Context: an optimization exercise on an open-source flow, tuned for small area and a short achievable clock period. The choices shown serve that exercise and are no tape-out recipe.
Where RTL was checked, it was by simulation tests only, not by an equivalence proof against the original.
No activity file was given, so power comes from the tool's default toggle rates.

Design datapathB_behavioral, start of the top module:
module datapathB_behavioral
  #(parameter WLx = 8, parameter WLc = 8)
  ( input signed [WLx-1:0] x,
    input signed [WLc-1:0] a, b, c,
    input CLK,
    output signed [(WLx+WLc+WLc)+1:0] outR
  );
Size in the first run: ~1000 cells after synthesis, ~160 flip-flops.
clock: 6.0 ns
lec_check: 0
abc_area: 1
cap_margin: 20
core_margin: 2
core_utilization: 40
cts_buf_list: sky130_fd_sc_hd__clkbuf_8
cts_cluster_size: 40
setup_slack_margin: 3.5
slew_margin: 20
standard.sh (not shown) runs the stock make flow with config.mk's settings and CLKGATE_MAP_FILE= SYNTH_SCRIPT=/design/flow/synth_recipe.tcl, a recipe that flattens the netlist after the stock synthesis.
==> flow/flow/run.sh <==
#!/bin/bash
# Standard ORFS layout (standard.sh), except that every port gets a buf_2 as its port
# buffer instead of the delay buffer that buffer_ports picks by default.
set -euo pipefail
export BUFFER_PORTS_ARGS="-buffer_cell sky130_fd_sc_hd__buf_2"
bash standard.sh > standard_flow.log 2>&1
Then changed:
==> flow/flow/run.sh (replaced) <==
#!/bin/bash
# Standard ORFS layout (standard.sh) with two changes: every port gets a buf_2 as its port
# buffer instead of the delay buffer that buffer_ports picks by default, and Yosys's synth
# skips its generic ABC pass before full adders are extracted (SYNTH_ARGS=-noabc).
set -euo pipefail
export BUFFER_PORTS_ARGS="-buffer_cell sky130_fd_sc_hd__buf_2"
export SYNTH_ARGS="-noabc"
bash standard.sh > standard_flow.log 2>&1
The changed run ran to the end with no violations.
Setup slack is worse by 0.013 ns.
Cell count falls by a few percent.
Core utilization rises by 0.49 points.
Clock power falls by a few percent.
Fmax falls slightly.
Sequential share of layout area rises by 0.72 points.
Synthesized area falls by a few percent.
Routed wire length is about the same.
No functional check of the RTL was part of any run of this note.

* * *

== job 2671 ==
Another version of the RTL of datapathB_behavioral (not shown whole).
Size: roughly 940 cells after synthesis, roughly 59 I/O pins, roughly 9000 um2 of cells after synthesis.
export LEC_CHECK = 0
export ABC_AREA = 1
export CAP_MARGIN = 5
export CORE_MARGIN = 2
export CORE_UTILIZATION = 40
export CTS_BUF_LIST = sky130_fd_sc_hd__clkbuf_8
export CTS_CLUSTER_SIZE = 40
export SETUP_SLACK_MARGIN = 3.6
export SLEW_MARGIN = 5
create_clock -name core_clock -period 6.0 [get_ports {CLK}]
==> flow/flow/run.sh <==
#!/bin/bash
# Standard ORFS layout (standard.sh) with two changes: every port gets a buf_2 as its port
# buffer instead of the delay buffer that buffer_ports picks by default, and Yosys's synth
# skips its generic ABC pass before full adders are extracted (SYNTH_ARGS=-noabc).
set -euo pipefail
export BUFFER_PORTS_ARGS="-buffer_cell sky130_fd_sc_hd__buf_2"
export SYNTH_ARGS="-noabc"
bash standard.sh > standard_flow.log 2>&1
Setup changes, job 2671 to job 6881
# job 2671
export LEC_CHECK = 0
export ABC_AREA = 1
export CAP_MARGIN = 5
export CORE_MARGIN = 2
export CORE_UTILIZATION = 40
export CTS_BUF_LIST = sky130_fd_sc_hd__clkbuf_8
export CTS_CLUSTER_SIZE = 40
export SETUP_SLACK_MARGIN = 3.6
export SLEW_MARGIN = 5
create_clock -name core_clock -period 6.0 [get_ports {CLK}]
# job 6881
export LEC_CHECK = 0
export ABC_AREA = 1
export CAP_MARGIN = 20
export CORE_MARGIN = 2
export CORE_UTILIZATION = 40
export CTS_BUF_LIST = sky130_fd_sc_hd__clkbuf_8
export CTS_CLUSTER_SIZE = 40
export SETUP_SLACK_MARGIN = 3.4
export SLEW_MARGIN = 20
create_clock -name core_clock -period 6.0 [get_ports {CLK}]
Job 6881 did not stop at any stage, and its layout met the timing, DRC and antenna checks.
Final cycle utilization of the critical path: job 6881 higher than job 2671
On job 6881: combinational share of power is 2.3 points lower than what job 2671 gave.
Looking at worst slack on hold paths, job 6881 sits 3.8 ps below job 2671.
Modified inputs, job 3895 compared to job 6881
# job 6881
export LEC_CHECK = 0
export ABC_AREA = 1
export CAP_MARGIN = 20
export CORE_MARGIN = 2
export CORE_UTILIZATION = 40
export CTS_BUF_LIST = sky130_fd_sc_hd__clkbuf_8
export CTS_CLUSTER_SIZE = 40
export SETUP_SLACK_MARGIN = 3.4
export SLEW_MARGIN = 20
create_clock -name core_clock -period 6.0 [get_ports {CLK}]
# job 3895
export LEC_CHECK = 0
export CAP_MARGIN = 20
export CORE_MARGIN = 2
export CORE_UTILIZATION = 40
export CTS_BUF_LIST = sky130_fd_sc_hd__clkbuf_8
export CTS_CLUSTER_SIZE = 40
export SETUP_SLACK_MARGIN = 3.5
export SLEW_MARGIN = 20
create_clock -name core_clock -period 6.0 [get_ports {CLK}]
==> flow/flow/run.sh <==
#!/bin/bash
# Standard ORFS layout (standard.sh), except that every port gets a buf_2 as its port
# buffer instead of the delay buffer that buffer_ports picks by default.
set -euo pipefail
export BUFFER_PORTS_ARGS="-buffer_cell sky130_fd_sc_hd__buf_2"
bash standard.sh > standard_flow.log 2>&1
Findings:
- Going from job 6881 to job 3895, final worst slack went down by 370 ps, multi-input logic area went up by about 11%, layout-stage area growth over the synthesis result went up by 0.82 points.
- Power share of the clock group up 0.4 points in job 3895 wrt job 6881
- Job 3895 vs. job 6881: routing usage on met2 now larger, leakage component of the power now smaller, number of endpoints failing setup at the final stage comparable.
Here is what was changed in the inputs of job 640 compared with job 3895.
# job 3895
export LEC_CHECK = 0
export CAP_MARGIN = 20
export CORE_MARGIN = 2
export CORE_UTILIZATION = 40
export CTS_BUF_LIST = sky130_fd_sc_hd__clkbuf_8
export CTS_CLUSTER_SIZE = 40
export SETUP_SLACK_MARGIN = 3.5
export SLEW_MARGIN = 20
create_clock -name core_clock -period 6.0 [get_ports {CLK}]
# job 640
export LEC_CHECK = 0
export ABC_AREA = 1
export CAP_MARGIN = 20
export CORE_MARGIN = 2
export CORE_UTILIZATION = 40
export CTS_BUF_LIST = sky130_fd_sc_hd__clkbuf_8
export CTS_CLUSTER_SIZE = 40
export SETUP_SLACK_MARGIN = 3.5
export SLEW_MARGIN = 20
create_clock -name core_clock -period 6.0 [get_ports {CLK}]
==> notes.md <==
What job 640 reported for non-clock buffer count has to be multiplied by 0.935 to get the figure for job 3895. Wire length after detailed routing: job 3895 and job 640 compared, higher one is job 3895. Job 640: all stages complete, timing, DRC and antenna checks passed. Relative to job 3895, job 640 improves wire length of the first global-routing pass. Post-cts gate resize count shrinks by more than 10% when moving from job 3895 to job 640. Job 640 gives more total power than job 3895 did. Job 640 ends up with a part of the total power dissipated in combinational logic that is 3.2 points higher than in job 3895. Per the comparison of job 640 with job 3895, clock-pin slew reported for the worst setup and hold paths after clock tree synthesis flat; estimated wirelength of the detail-placed design up about 4%. NOTE: pin count of the biggest net entering global routing in job 640 falls short of that of job 3895.
#### Input delta (job 960 over job 640)
# job 640
export LEC_CHECK = 0
export ABC_AREA = 1
export CAP_MARGIN = 20
export CORE_MARGIN = 2
export CORE_UTILIZATION = 40
export CTS_BUF_LIST = sky130_fd_sc_hd__clkbuf_8
export CTS_CLUSTER_SIZE = 40
export SETUP_SLACK_MARGIN = 3.5
export SLEW_MARGIN = 20
create_clock -name core_clock -period 6.0 [get_ports {CLK}]
# job 960
export LEC_CHECK = 0
export ABC_AREA = 1
export CAP_MARGIN = 20
export CORE_MARGIN = 2
export CORE_UTILIZATION = 55
export CTS_BUF_LIST = sky130_fd_sc_hd__clkbuf_8
export CTS_CLUSTER_SIZE = 40
export SETUP_SLACK_MARGIN = 3.5
export SLEW_MARGIN = 20
create_clock -name core_clock -period 6.0 [get_ports {CLK}]
==> flow/flow/run.sh <==
#!/bin/bash
# Standard ORFS layout (standard.sh) with two changes: every port gets a buf_2 as its port
# buffer instead of the delay buffer that buffer_ports picks by default, and Yosys's synth
# skips its generic ABC pass before full adders are extracted (SYNTH_ARGS=-noabc).
set -euo pipefail
export BUFFER_PORTS_ARGS="-buffer_cell sky130_fd_sc_hd__buf_2"
export SYNTH_ARGS="-noabc"
bash standard.sh > standard_flow.log 2>&1
## What came out
Going from job 640 to job 960, overall die height lost 24 um; relative max-transition margin lost 2.0 points; post-layout net count lost 6.0%; number of non-clock inverters lost 73.
Looking at the reports, job 960 completed the entire flow and the layout it produced met the timing, DRC and antenna checks.

* * *

## run 1
datapathB_behavioral again, from the RTL that the note above started with.
==> flow/design.v (excerpt) <==
module datapathB_behavioral
  #(parameter WLx = 8, parameter WLc = 8)
  ( input signed [WLx-1:0] x,
    input signed [WLc-1:0] a, b, c,
    input CLK,
    output signed [(WLx+WLc+WLc)+1:0] outR
  );
export LEC_CHECK = 0
export ABC_AREA = 1
export CAP_MARGIN = 20
export CORE_MARGIN = 2
export CORE_UTILIZATION = 40
export CTS_BUF_LIST = sky130_fd_sc_hd__clkbuf_8
export CTS_CLUSTER_SIZE = 40
export SETUP_SLACK_MARGIN = 3.5
export SLEW_MARGIN = 20
create_clock -name core_clock -period 6.0 [get_ports {CLK}]
==> flow/flow/run.sh <==
#!/bin/bash
# Standard ORFS layout (standard.sh) with two changes: every port gets a buf_1 as its port
# buffer instead of the delay buffer that buffer_ports picks by default, and Yosys's synth
# skips its generic ABC pass before full adders are extracted (SYNTH_ARGS=-noabc).
set -euo pipefail
export BUFFER_PORTS_ARGS="-buffer_cell sky130_fd_sc_hd__buf_1"
export SYNTH_ARGS="-noabc"
bash standard.sh > standard_flow.log 2>&1
What run 2 does differently from run 1 at the input level:
- PLACE_DENSITY newly set to 0.7
-- flow/flow/run.sh --
<<< run 1, line 2
# Standard ORFS layout (standard.sh) with two changes: every port gets a buf_1 as its port
>>> run 2, line 2
# Standard ORFS layout (standard.sh) with two changes: every port gets a buf_2 as its port
<<< run 1, line 6
export BUFFER_PORTS_ARGS="-buffer_cell sky130_fd_sc_hd__buf_1"
>>> run 2, line 6
export BUFFER_PORTS_ARGS="-buffer_cell sky130_fd_sc_hd__buf_2"
==> notes.md <==
Taking run 1 as the reference, in run 2 count of non-CTS buffers in the layout picked up an extra 1; power increased by 0.000027 W relative to the old numbers; final-layout clock buffer total has decreased; achievable clock frequency now sits lower.
Input-level comparison between run 3 and run 2:
- PLACE_DENSITY removed (was 0.7)
- CAP_MARGIN changed from 20 to 5
- SLEW_MARGIN changed from 20 to 5
Findings:
Period utilization: run 3 vs run 2 down 0.81 points. In run 3 the number of detailed-route iterations in the first pass turned out 3 lower than in run 2. The post-CTS repair timing setup buffer count in run 3 was higher than what run 2 gave. [compare] base=run 2 new=run 3: share of power burned in registers shows no meaningful change; number of design-rule violations left by the first detailed-router iteration fell by about 40%; via count moved up. Run 2 has a lower delay of the slowest critical-path stage than run 3. In terms of final standard cell area without fillers, run 3 and run 2 differ only marginally. Final critical delay including setup and external delays came out lower on run 3 than on run 2.

-- afterwards: timing with drivers on the ports --
No port has a modelled driver above. Below, the same layouts with a new extraction and two added sets of constraints. Step 1: set_driving_cell puts a clkbuf_16 on CLK and a buf_2 on each other input, an assumption about the parent block. Step 2 times the ports against the registers' clock, not the clock port: input delays grow and output delays shrink by t, the midpoint of the rising clock arrivals with the driver on. Slacks: no drivers / after step 1 / after step 2; pairs: no drivers / after step 1.
| run | shift t [ns] | setup WS [ns] | worst setup path after step 2 |
|---|---|---|---|
| the first run of note 1 | 0.499 | 3.566 / 3.566 / 3.163 | input to register |
| the second run of note 1 | 0.496 | 3.553 / 3.553 / 3.097 | input to register |
| job 2671 | 0.497 | 3.571 / 3.571 / 3.191 | input to register |
| job 6881 | 0.502 | 3.521 / 3.524 / 3.036 | input to register |
| job 3895 | 0.475 | 3.147 / 3.147 / 3.141 | input to register |
| job 640 | 0.504 | 3.503 / 3.503 / 3.113 | input to register |
| job 960 | 0.498 | 3.508 / 3.508 / 3.104 | input to register |
| run 1 | 0.493 | 3.540 / 3.540 / 3.128 | input to register |
| run 2 | 0.489 | 3.525 / 3.525 / 3.105 | input to register |
| run 3 | 0.496 | 3.574 / 3.574 / 3.144 | input to register |
After both steps setup and hold are still met in every run listed. The setup slack of job 6881, which loses most, moves by +0.003 ns with the drivers and by -0.485 ns with both steps.
